This design comes from an exercise in tuning for a short achievable clock period and few clock cycles on the open sky130 flow, not from production work. Only simulation tests tie the RTL to the original design; equivalence was not proved. Power is estimated from default activity; no workload was simulated.

**flow/run.sh**
```bash
#!/bin/bash
# synth_recipe.tcl (not shown) runs the flow's synth.tcl, then flattens the netlist and writes it again
# the make line also repeats each setting of config.mk as NAME=value (left out here)
make -C /OpenROAD-flow-scripts/flow DESIGN_CONFIG=/design/flow/config.mk WORK_HOME=/design/flow/orfs CLKGATE_MAP_FILE= SYNTH_SCRIPT=/design/flow/synth_recipe.tcl finish
```
**flow/config.mk**
```make
export PLATFORM = sky130hd
export DESIGN_NAME = RV32Core
export DESIGN_NICKNAME = RV32Core
export VERILOG_FILES = /design/flow/design.v
export SDC_FILE = /design/flow/constraint.sdc
export NUM_CORES = 8
export LEC_CHECK = 0
export CAP_MARGIN = 20
export CORE_MARGIN = 2
export CORE_UTILIZATION = 45
export PLACE_DENSITY = 0.6
export SETUP_SLACK_MARGIN = 5
export SLEW_MARGIN = 20
```
**flow/constraint.sdc**
```tcl
create_clock -name core_clock -period 10.0 [get_ports {CPU_CLK}]
set_input_delay 2.0000 -clock core_clock [delete_from_list [all_inputs] [get_ports {CPU_CLK}]]
set_output_delay 2.0000 -clock core_clock [all_outputs]
set_load 0.01 [all_outputs]
```
**flow/design.v**
```verilog
`timescale 1ns / 1ps
`timescale 1ns / 1ps
module RV32Core(
    input wire CPU_CLK,
    input wire CPU_RST,
    output wire [31:0] IMEM_A,
    input wire [31:0] IMEM_RD,
    output wire [31:0] DMEM_A,
    output wire [31:0] DMEM_WD,
    output wire [3:0] DMEM_WE,
    input wire [31:0] DMEM_RD
    );
    wire clk = CPU_CLK;
    wire rst = CPU_RST;
    localparam NBTB = 4;
    reg [31:0] pc_f;           
    reg        v_d;            
    reg [31:0] pc_d;
    reg        bh_d;           
    reg        v_e;
    reg [31:0] pc_e;
    reg [4:0]  rd_e;
    reg        wr_e;           
    reg        ld_e, st_e, br_e, jalr_e, jal_e;
    reg [2:0]  f3_e;
    reg [31:0] imm_e;
    reg [31:0] aA_1, aA_o, oA_1, oA_o;
    reg [31:0] aC_1, aC_o, bC_1, bC_o;
    reg [31:0] a_1, a_o, o_1, o_o;
    reg        s_add, s_sub, s_sll, s_srl, s_sra, s_slt, s_sltu, s_xor, s_or, s_and,
               s_imm, s_pcadd, s_pc4;
    reg        pt_e;           
    reg [31:0] res_m;
    reg [31:0] dmem_a_q;
    reg [31:0] dmem_wd_q;
    reg [3:0]  dmem_we_q;
    reg [4:0]  rd_m;
    reg        v_m, wr_m, ld_m;
    reg [2:0]  f3_m;
    reg [31:0] res_w;
    reg [4:0]  rd_w;
    reg        wr_w, ld_w;
    reg [2:0]  f3_w;
    reg [1:0]  a_w;
    reg [31:0] rf [1:31];
    reg [NBTB-1:0] btb_v;
    reg [29:0] btb_tag [0:NBTB-1];
    reg [29:0] btb_tgt [0:NBTB-1];
    reg [1:0]  btb_ptr;
    assign IMEM_A  = pc_f;
    assign DMEM_A  = dmem_a_q;
    assign DMEM_WD = dmem_wd_q;
    assign DMEM_WE = dmem_we_q;
    reg        btb_hit;
    reg [29:0] btb_t;
    integer bi;
    always @(*) begin
        btb_hit = 1'b0;
        btb_t = 30'd0;
        for (bi = 0; bi < NBTB; bi = bi + 1)
            if (btb_v[bi] && btb_tag[bi] == pc_f[31:2]) begin
                btb_hit = 1'b1;
                btb_t = btb_t | btb_tgt[bi];
            end
    end
    wire [31:0] pc_f4 = pc_f + 32'd4;
    wire [31:0] ir = IMEM_RD;
    wire [6:0] op = ir[6:0];
    wire [4:0] rd = ir[11:7];
    wire [2:0] f3 = ir[14:12];
    wire [4:0] rs1 = ir[19:15];
    wire [4:0] rs2 = ir[24:20];
    wire       f7b = ir[30];
    wire is_lui   = op == 7'b0110111;
    wire is_auipc = op == 7'b0010111;
    wire is_jal   = op == 7'b1101111;
    wire is_jalr  = op == 7'b1100111;
    wire is_br    = op == 7'b1100011;
    wire is_ld    = op == 7'b0000011;
    wire is_st    = op == 7'b0100011;
    wire is_opi   = op == 7'b0010011;
    wire is_op    = op == 7'b0110011;
    wire use1 = is_jalr | is_br | is_ld | is_st | is_opi | is_op;
    wire use2 = is_br | is_st | is_op;
    wire wr_d = (is_lui | is_auipc | is_jal | is_jalr | is_ld | is_opi | is_op) && rd != 5'd0;
    wire [31:0] imm_i = {{20{ir[31]}}, ir[31:20]};
    wire [31:0] imm_s = {{20{ir[31]}}, ir[31:25], ir[11:7]};
    wire [31:0] imm_b = {{19{ir[31]}}, ir[31], ir[7], ir[30:25], ir[11:8], 1'b0};
    wire [31:0] imm_u = {ir[31:12], 12'd0};
    wire [31:0] imm_j = {{11{ir[31]}}, ir[31], ir[19:12], ir[20], ir[30:21], 1'b0};
    wire [31:0] imm_d = is_st ? imm_s : is_br ? imm_b : (is_lui | is_auipc) ? imm_u : is_jal ? imm_j : imm_i;
    wire [12:0] bsum = {1'b0, pc_d[12:1]} + {1'b0, ir[31], ir[7], ir[30:25], ir[11:8]};
    wire [20:0] jsum = {1'b0, pc_d[20:1]} + {1'b0, ir[31], ir[19:12], ir[20], ir[30:21]};
    wire [18:0] bhi = pc_d[31:13];
    wire [18:0] bhi_m = bhi - 19'd1;
    wire [10:0] jhi = pc_d[31:21];
    wire [10:0] jhi_p = jhi + 11'd1;
    wire [10:0] jhi_m = jhi - 11'd1;
    wire [31:0] tgt_bb = {bsum[12] ? bhi : bhi_m, bsum[11:0], 1'b0};    
    wire [31:0] tgt_j  = {ir[31] ? (jsum[20] ? jhi : jhi_m) : (jsum[20] ? jhi_p : jhi), jsum[19:0], 1'b0};
    wire [31:0] tgt_d = is_jal ? tgt_j : tgt_bb;
    wire redir_d = v_d && !bh_d && (is_jal || (is_br && ir[31]));
    reg [31:0] rv1, rv2;
    integer ri;
    always @(*) begin
        rv1 = 32'd0;
        rv2 = 32'd0;
        for (ri = 1; ri < 32; ri = ri + 1) begin
            rv1 = rv1 | ({32{rs1 == ri}} & rf[ri]);
            rv2 = rv2 | ({32{rs2 == ri}} & rf[ri]);
        end
    end
    wire d1a = v_e && wr_e && rd_e == rs1;    
    wire d2a = v_m && wr_m && rd_m == rs1;
    wire d3a = wr_w && rd_w == rs1;
    wire d1b = v_e && wr_e && rd_e == rs2;
    wire d2b = v_m && wr_m && rd_m == rs2;
    wire d3b = wr_w && rd_w == rs2;
    wire haz1 = use1 && ((d1a && ld_e) || (!d1a && d2a && ld_m));
    wire haz2 = use2 && ((d1b && ld_e) || (!d1b && d2b && ld_m));
    wire stall = v_d && (haz1 || haz2);
    wire bimm = !(is_op || is_br);
    wire ga1 = d1a;
    wire ga2 = !d1a && d2a;
    wire ga3 = !d1a && !d2a && d3a;
    wire gar = !d1a && !d2a && !d3a;
    wire gb1 = d1b;
    wire gb2 = !d1b && d2b;
    wire gb3 = !d1b && !d2b && d3b;
    wire gbr = !d1b && !d2b && !d3b;
    wire [31:0] wdata;
    wire useA = is_ld | is_st | is_jalr | ((is_op | is_opi) & f3 == 3'd0);   
    wire useC = is_br;                                                       
    wire useS = is_br | is_st;                                               
    wire useM = (is_op | is_opi) & f3 != 3'd0;                               
    wire [31:0] vaA = ({32{ga2 & useA}} & res_m) | ({32{ga3 & useA}} & wdata) | ({32{gar & useA}} & rv1);
    wire [31:0] vaC = ({32{ga2 & useC}} & res_m) | ({32{ga3 & useC}} & wdata) | ({32{gar & useC}} & rv1);
    wire [31:0] vaM = ({32{ga2 & useM}} & res_m) | ({32{ga3 & useM}} & wdata) | ({32{gar & useM}} & rv1);
    wire [31:0] vbC = ({32{gb2 & useS}} & res_m) | ({32{gb3 & useS}} & wdata) | ({32{gbr & useS}} & rv2);
    wire [31:0] voA = bimm ? (imm_d & {32{useA}}) :
                      ({32{gb2 & useA}} & res_m) | ({32{gb3 & useA}} & wdata) | ({32{gbr & useA}} & rv2);
    wire [31:0] voM = bimm ? (imm_d & {32{useM}}) :
                      ({32{gb2 & useM}} & res_m) | ({32{gb3 & useM}} & wdata) | ({32{gbr & useM}} & rv2);
    wire pt_d = bh_d || redir_d;
    wire [31:0] aA = aA_1 | aA_o;
    wire [31:0] oA = oA_1 | oA_o;
    wire [31:0] aC = aC_1 | aC_o;
    wire [31:0] bC = bC_1 | bC_o;
    wire [31:0] a  = a_1 | a_o;
    wire [31:0] o2 = o_1 | o_o;
    wire [31:0] b  = bC;
    wire [31:0] sum  = aA + oA;
    wire [31:0] diff = aA - oA;
    wire [31:0] shl  = a << o2[4:0];
    wire [31:0] shr  = a >> o2[4:0];
    wire [31:0] sra  = $signed(a) >>> o2[4:0];
    wire        lts  = $signed(a) < $signed(o2);
    wire        ltu  = a < o2;
    wire [31:0] pcadd = pc_e + imm_e;
    wire [31:0] pc4   = pc_e + 32'd4;
    wire [31:0] oth_e = ({32{s_sll}} & shl) |
                        ({32{s_srl}} & shr) | ({32{s_sra}} & sra) | {31'd0, (s_slt & lts) | (s_sltu & ltu)} |
                        ({32{s_xor}} & (a ^ o2)) | ({32{s_or}} & (a | o2)) | ({32{s_and}} & (a & o2)) |
                        ({32{s_imm}} & imm_e) | ({32{s_pcadd}} & pcadd) | ({32{s_pc4}} & pc4);
    wire [31:0] res_e = s_add ? sum : s_sub ? diff : oth_e;
    wire beq = aC == bC;
    wire blt = $signed(aC) < $signed(bC);
    wire bltu = aC < bC;
    reg taken;
    always @(*) begin
        case (f3_e)
            3'd0: taken = beq;
            3'd1: taken = !beq;
            3'd4: taken = blt;
            3'd5: taken = !blt;
            3'd6: taken = bltu;
            default: taken = !bltu;
        endcase
    end
    wire act = br_e ? taken : jal_e;          
    wire misp = v_e && (jalr_e || act != pt_e);
    wire [31:0] tgt_e = jalr_e ? {sum[31:1], 1'b0} : pt_e ? pc4 : pcadd;
    reg [3:0] we_e;
    reg [31:0] wd_e;
    always @(*) begin
        case (f3_e[1:0])
            2'd0: begin we_e = 4'b0001 << sum[1:0]; wd_e = {4{b[7:0]}}; end
            2'd1: begin we_e = sum[1] ? 4'b1100 : 4'b0011; wd_e = {2{b[15:0]}}; end
            default: begin we_e = 4'b1111; wd_e = b; end
        endcase
        if (!(v_e && st_e)) we_e = 4'b0000;
    end
    reg [31:0] ldv;
    always @(*) begin
        case (f3_w)
            3'd0: case (a_w)
                    2'd0: ldv = {{24{DMEM_RD[7]}}, DMEM_RD[7:0]};
                    2'd1: ldv = {{24{DMEM_RD[15]}}, DMEM_RD[15:8]};
                    2'd2: ldv = {{24{DMEM_RD[23]}}, DMEM_RD[23:16]};
                    default: ldv = {{24{DMEM_RD[31]}}, DMEM_RD[31:24]};
                  endcase
            3'd1: ldv = a_w[1] ? {{16{DMEM_RD[31]}}, DMEM_RD[31:16]} : {{16{DMEM_RD[15]}}, DMEM_RD[15:0]};
            3'd4: case (a_w)
                    2'd0: ldv = {24'd0, DMEM_RD[7:0]};
                    2'd1: ldv = {24'd0, DMEM_RD[15:8]};
                    2'd2: ldv = {24'd0, DMEM_RD[23:16]};
                    default: ldv = {24'd0, DMEM_RD[31:24]};
                  endcase
            3'd5: ldv = a_w[1] ? {16'd0, DMEM_RD[31:16]} : {16'd0, DMEM_RD[15:0]};
            default: ldv = DMEM_RD;
        endcase
    end
    assign wdata = ld_w ? ldv : res_w;
    integer i;
    always @(posedge clk or posedge rst) begin
        if (rst) begin
            for (i = 1; i < 32; i = i + 1) rf[i] <= 32'd0;
        end else if (wr_w) begin
            rf[rd_w] <= wdata;
        end
    end
    wire take_d = redir_d && !stall && !misp;
    wire [31:0] npc_o = misp ? tgt_e : stall ? pc_d : btb_hit ? {btb_t, 2'b00} : pc_f4;
    wire btb_upd = v_e && act;
    always @(posedge clk) begin
        if (rst) begin
            pc_f <= 32'd0;
            v_d <= 1'b0;
            v_e <= 1'b0;
            v_m <= 1'b0;
            wr_w <= 1'b0;
            dmem_we_q <= 4'd0;
            btb_v <= {NBTB{1'b0}};
            btb_ptr <= 2'd0;
        end else begin
            pc_f <= take_d ? tgt_d : npc_o;
            v_d <= !(misp || stall || take_d);
            v_e <= v_d && !stall && !misp;
            v_m <= v_e;
            dmem_we_q <= we_e;    
            wr_w <= v_m && wr_m;
            if (btb_upd) begin : upd
                reg found;
                integer k;
                found = 1'b0;
                for (k = 0; k < NBTB; k = k + 1)
                    if (btb_v[k] && btb_tag[k] == pc_e[31:2]) found = 1'b1;
                if (!found) begin
                    btb_v[btb_ptr] <= 1'b1;
                    btb_ptr <= btb_ptr + 2'd1;
                end
            end
        end
    end
    always @(posedge clk) begin
        pc_d <= pc_f;
        bh_d <= btb_hit;
        pc_e <= pc_d;
        rd_e <= rd;
        wr_e <= wr_d;
        ld_e <= is_ld;
        st_e <= is_st;
        br_e <= is_br;
        jalr_e <= is_jalr;
        jal_e <= is_jal;
        f3_e <= f3;
        imm_e <= imm_d;
        aA_1 <= res_e & {32{ga1 & useA}};
        aA_o <= vaA;
        oA_1 <= res_e & {32{gb1 & !bimm & useA}};
        oA_o <= voA;
        aC_1 <= res_e & {32{ga1 & useC}};
        aC_o <= vaC;
        bC_1 <= res_e & {32{gb1 & useS}};
        bC_o <= vbC;
        a_1 <= res_e & {32{ga1 & useM}};
        a_o <= vaM;
        o_1 <= res_e & {32{gb1 & !bimm & useM}};
        o_o <= voM;
        s_add  <= (is_op && f3 == 3'd0 && !f7b) || (is_opi && f3 == 3'd0);
        s_sub  <= is_op && f3 == 3'd0 && f7b;
        s_sll  <= (is_op || is_opi) && f3 == 3'd1;
        s_slt  <= (is_op || is_opi) && f3 == 3'd2;
        s_sltu <= (is_op || is_opi) && f3 == 3'd3;
        s_xor  <= (is_op || is_opi) && f3 == 3'd4;
        s_srl  <= (is_op || is_opi) && f3 == 3'd5 && !f7b;
        s_sra  <= (is_op || is_opi) && f3 == 3'd5 && f7b;
        s_or   <= (is_op || is_opi) && f3 == 3'd6;
        s_and  <= (is_op || is_opi) && f3 == 3'd7;
        s_imm  <= is_lui;
        s_pcadd <= is_auipc;
        s_pc4  <= is_jal || is_jalr;
        pt_e <= pt_d;
        res_m <= res_e;
        dmem_a_q <= sum;
        dmem_wd_q <= wd_e;
        rd_m <= rd_e;
        wr_m <= wr_e;
        ld_m <= ld_e;
        f3_m <= f3_e;
        res_w <= res_m;
        rd_w <= rd_m;
        ld_w <= ld_m;
        f3_w <= f3_m;
        a_w <= dmem_a_q[1:0];
        if (btb_upd && !rst) begin : upd2
            reg found;
            integer k;
            found = 1'b0;
            for (k = 0; k < NBTB; k = k + 1)
                if (btb_v[k] && btb_tag[k] == pc_e[31:2]) found = 1'b1;
            if (!found) begin
                btb_tag[btb_ptr] <= pc_e[31:2];
                btb_tgt[btb_ptr] <= pcadd[31:2];
            end
        end
    end
endmodule
```
==> run notes <==
-- kinds of logic (layout without fill, tap and decap cells) --
| logic type | count (synthesis) | in the layout |
|---|---|---|
| and+or+nand+nor | 3017 | 3017 |
| AOI/OAI and AO/OA | 3504 | 3504 |
| buffers and inverters | 1117 | 1106 |
| xor gates and xnor gates | 405 | 405 |
| DFF | 1936 | 1936 |
| adders and majority gates | 263 | 263 |
| other | 0 | 59 |
| muxes | 128 | 128 |
-- metrics by stage --
step                  util  hold slack, ns  instance area, um^2  cells
global route        0.5126          0.3410               108800  13190
finish              0.5132          0.3288               109000  13240
detailed placement  0.4772          0.3147               101300  12790
CTS                 0.5117          0.3312               108600  13180
global placement    0.4771          0.3139               101300  12790
floorplan                -          0.3096                96300  10370
-- worst paths after layout --
| path | cells after the start | from | end |
|---|---|---|---|
| worst max register to register | 15 | o_o[1] | bC_1[0] |
| worst min-delay path | 0 | f3_m[2] | f3_w[2] |
| worst max-delay path | 9 | IMEM_RD[24] | oA_o[28] |
| worst min register to register | 0 | f3_m[2] | f3_w[2] |
| max in group asynchronous | 6 | CPU_RST | rf[2][14] |
| min in group asynchronous | 3 | CPU_RST | rf[7][6] |
-- layout by cell type (no fill, tap or decap), types with 134 or more instances in the layout --
cell	Yosys	final
nand3_1	255	247
a221oi_1	190	188
a22oi_1	746	745
o21ai_0	1327	1324
nand4_1	181	181
nor2_1	595	514
or2_2	166	167
xnor2_1	291	289
clkbuf_16	0	214
inv_1	250	249
a222oi_1	134	134
clkdlybuf4s50_1	0	150
ha_1	258	258
a21oi_1	291	288
edfxtp_1	240	240
buf_4	10	286
dfrtp_1	992	992
dfxtp_1	704	700
a22o_1	157	157
nand2_1	1390	1363
-- layer usage --
metal | global-route usage | up-vias
met1 | 0.5389 | 44410
met3 | 0.1491 | 2513
met4 | 0.3223 | 26
li1 | - | 37700
met2 | 0.6391 | 7836
met5 | 0.01076 | -
-- timing repair --
action / 4_1_cts / 5_1_grt
pin swaps: 4 / 5
resized for setup: 44 / 36
setup endpoints to repair: 463 / 260
gates cloned: 0 / 0
setup buffers: 7 / 1
-- area by class of cell --
| type | instances | share of cell area |
|---|---|---|
| antenna | 59 | 0.001355 |
| clock buffer | 290 | 0.05553 |
| clock inverter | 89 | 0.009899 |
| inverter | 261 | 0.009302 |
| multi-input combinational | 7317 | 0.4311 |
| sequential | 1936 | 0.4234 |
| tap | 2821 | 0.03240 |
| timing repair buffer | 466 | 0.03702 |
-- synthesized netlist by cell type, types with 23 or more instances --
master	count	area [um^2]
a211oi_1	70	525.5
a21o_1	77	578.1
a21oi_1	291	1456
a221o_1	42	420.4
a221oi_1	190	1664
a222oi_1	134	1341
a22o_1	157	1375
a22oi_1	746	5600
a31oi_1	39	244.0
and2_1	27	168.9
and3_1	38	237.7
buf_1	34	127.6
buf_2	58	290.3
clkbuf_1	750	2815
dfrtp_1	992	24820
dfxtp_1	704	14090
edfxtp_1	240	7207
ha_1	258	3228
inv_1	250	938.4
mux2i_1	71	710.7
mux4_2	41	923.4
nand2_1	1390	5218
nand2b_1	45	281.5
nand3_1	255	1276
nand4_1	181	1132
nor2_1	595	2233
nor2b_1	30	187.7
nor3_1	91	455.4
nor4_1	45	281.5
o211ai_1	64	480.5
o21a_1	23	172.7
o21ai_0	1327	6641
o21ai_1	33	165.2
o21bai_1	35	262.8
o221ai_1	29	254.0
o22ai_1	37	231.5
or2_2	166	1039
or3_1	33	206.5
or4_1	61	457.9
xnor2_1	291	2549
xor2_1	114	998.5
-- power breakdown --
group	total, mW	internal (mW)	switching [mW]
Clock	8.12	4.63	3.49
Sequential	8.10	8.00	0.105
Combinational	1.33	0.386	0.947
Total	17.6	13.0	4.54
==> results.yml <==
cells_and_area:
  multi_input_comb_area_um2: 46970
  layout-drive-gt1-share: 0.1077
  largest_registers: "rf (992), btb_tag (120), btb_tgt (120)"
  fill_cells: 19540
  seqCellArea_um2: 46130
  final_nets: 10510
  largest_register_ffs: 992
  top_register: "rf"
  layout-area-overhead-vs-synth_pct: 13.21
synthesis:
  synth_xor_area_frac: 0.03686
  synth_top_family_by_area: "compound AO/OA/AOI/OAI gates"
  yosys.area_share.adder: 0.03458
  synthDistinctLibCells: 105
  syn_nets: 10700
  synthArstFlopShare: 0.5124
  syn-instance-count: 10370
  yosysWarnings: 2
  synth.area.mux_share: 0.01885
  synth_ff_type: "dfrtp_1"
  ys_seq_area_frac: 0.4792
  synth-seq-cells: 1936
  synth_compound_area_frac: 0.2427
  synth_edf_count: 240
  synth.cell_area_um2: 96240
  yosys.area_share.simple: 0.1427
  synth_area_per_cell_um2: 9.281
timing:
  setup_violations: 0
  relSlewSlack: 0.1380
  setup_ws_ns: 4.965
  slew_violations: 0
  worst_slew_pin_slew_ns: 1.293
  min_period_ns: 5.035
  fin_skew_ns: 0.06478
  rsz0062_at_grt: "true"
  fmax_ghz: 0.1986
  tns_ns: 0
  post-route-period-util: 0.5035
  hold_viol_final: 0
routing:
  avgViaCountPerCell: 6.986
  drtAntennaViolNets: 0
  drc_errors: 0
  wl_per_cell_um: 37.05
  vias: 92480
  wl_met3_um: 64390
  top_layer_used: "met5"
  wl_met2_um: 205200
  drt_iter0_markers: 17150
  drt_wl_total_um: 490500
  dr.pass1.iters: 14
  wl_met1_um: 174500
setup_path:
  cp_common_cell: "a222oi_1"
  setup.worst_path.start_class: "primary input"
  path_class: "in2reg"
  worstPathCellList: "dlygate4sd2_1, nand3_1, nor2_4, buf_4, a222oi_1, nand4_1, or3_1, a222oi_1, o21ai_0"
  crit_fanout: 23
  slowest_delay_ns: 0.72
  cp_num_buf_inv: 2
  endpoint_kind: "flip-flop"
  cpMaxStageDelayCell: "buf_4"
  critical-path-top-delay-family: "simple AND/OR/NAND/NOR gates"
  r2r_setup_slack_ns: 4.99
  crit_required_ns: 10.75
  cp.arrival_ns: 5.79
global_routing:
  grt_first_pass_wirelength_um: 678700
  antenna_found_initial: 54
  grt_max_degree: 175
  gr-total-overflow: 0
  grtUsageTotal: 0.4390
  grt_pass1_vias: 86310
floorplan:
  ios: 166
  core-area_um2: 212300
  row_count: 169
  initial_core_util: 0.4533
  dieWidth_um: 466.5
  die_area_um2: 217600
  die_y_um: 466.5
cts:
  clkLatencyLatePin_ns: 0.92
  clk_pin_slew_ns: 0.06
  htree_levels: 4
  ctsLongestPathBuffers: 3
  cts_buffers: 203
  hold_buffers: 0
  cts_sinks: 1936
  root_buffer: "clkbuf_16"
  cts_tree: "yes"
placed_design:
  hpwl_um: 313300
  place.gp.congestion: 1.011
  pre_cts_ws_ns: 3.386
  portBuffers: 165
pwr:
  p_leak_nw: 45.08
  p_total_mw: 17.56
  power_per_cell_area_nw_per_um2: 161.1
  ir_drop_mv: 0.2339
run:
  maxCapViolCount: 0
run_status:
  status: "finished clean"
worst_hold_path:
  min_path_type: "reg2reg"
Testbench counts, summed over its fixed seeds: cycles 217,002.

## re-timing with driven ports
In the flow no input, the clock included, has a driving cell. The finished layout below was timed again as built, in two steps. Step 1, drivers: a clkbuf_16 drives CPU_CLK and a buf_2 each remaining input, both assumed. Step 2 times the ports against the registers' clock, not the clock port: input delays grow and output delays shrink by t, the midpoint of the rising clock arrivals with the driver on. a / b / c = no drivers / after step 1 / after step 2; a / b = the first two.
shift t [ns]: 0.987
setup WS [ns]: 4.965 / 4.991 / 4.010
clock arrival spread, ns: 0.071 / 0.071
worst register clock-pin slew, ns: 0.07 / 0.07
cell pins on the clock port's net: 1
After both steps setup and hold are still met in this run. The setup slack of this run moves by +0.026 ns with the drivers and by -0.955 ns with both steps.
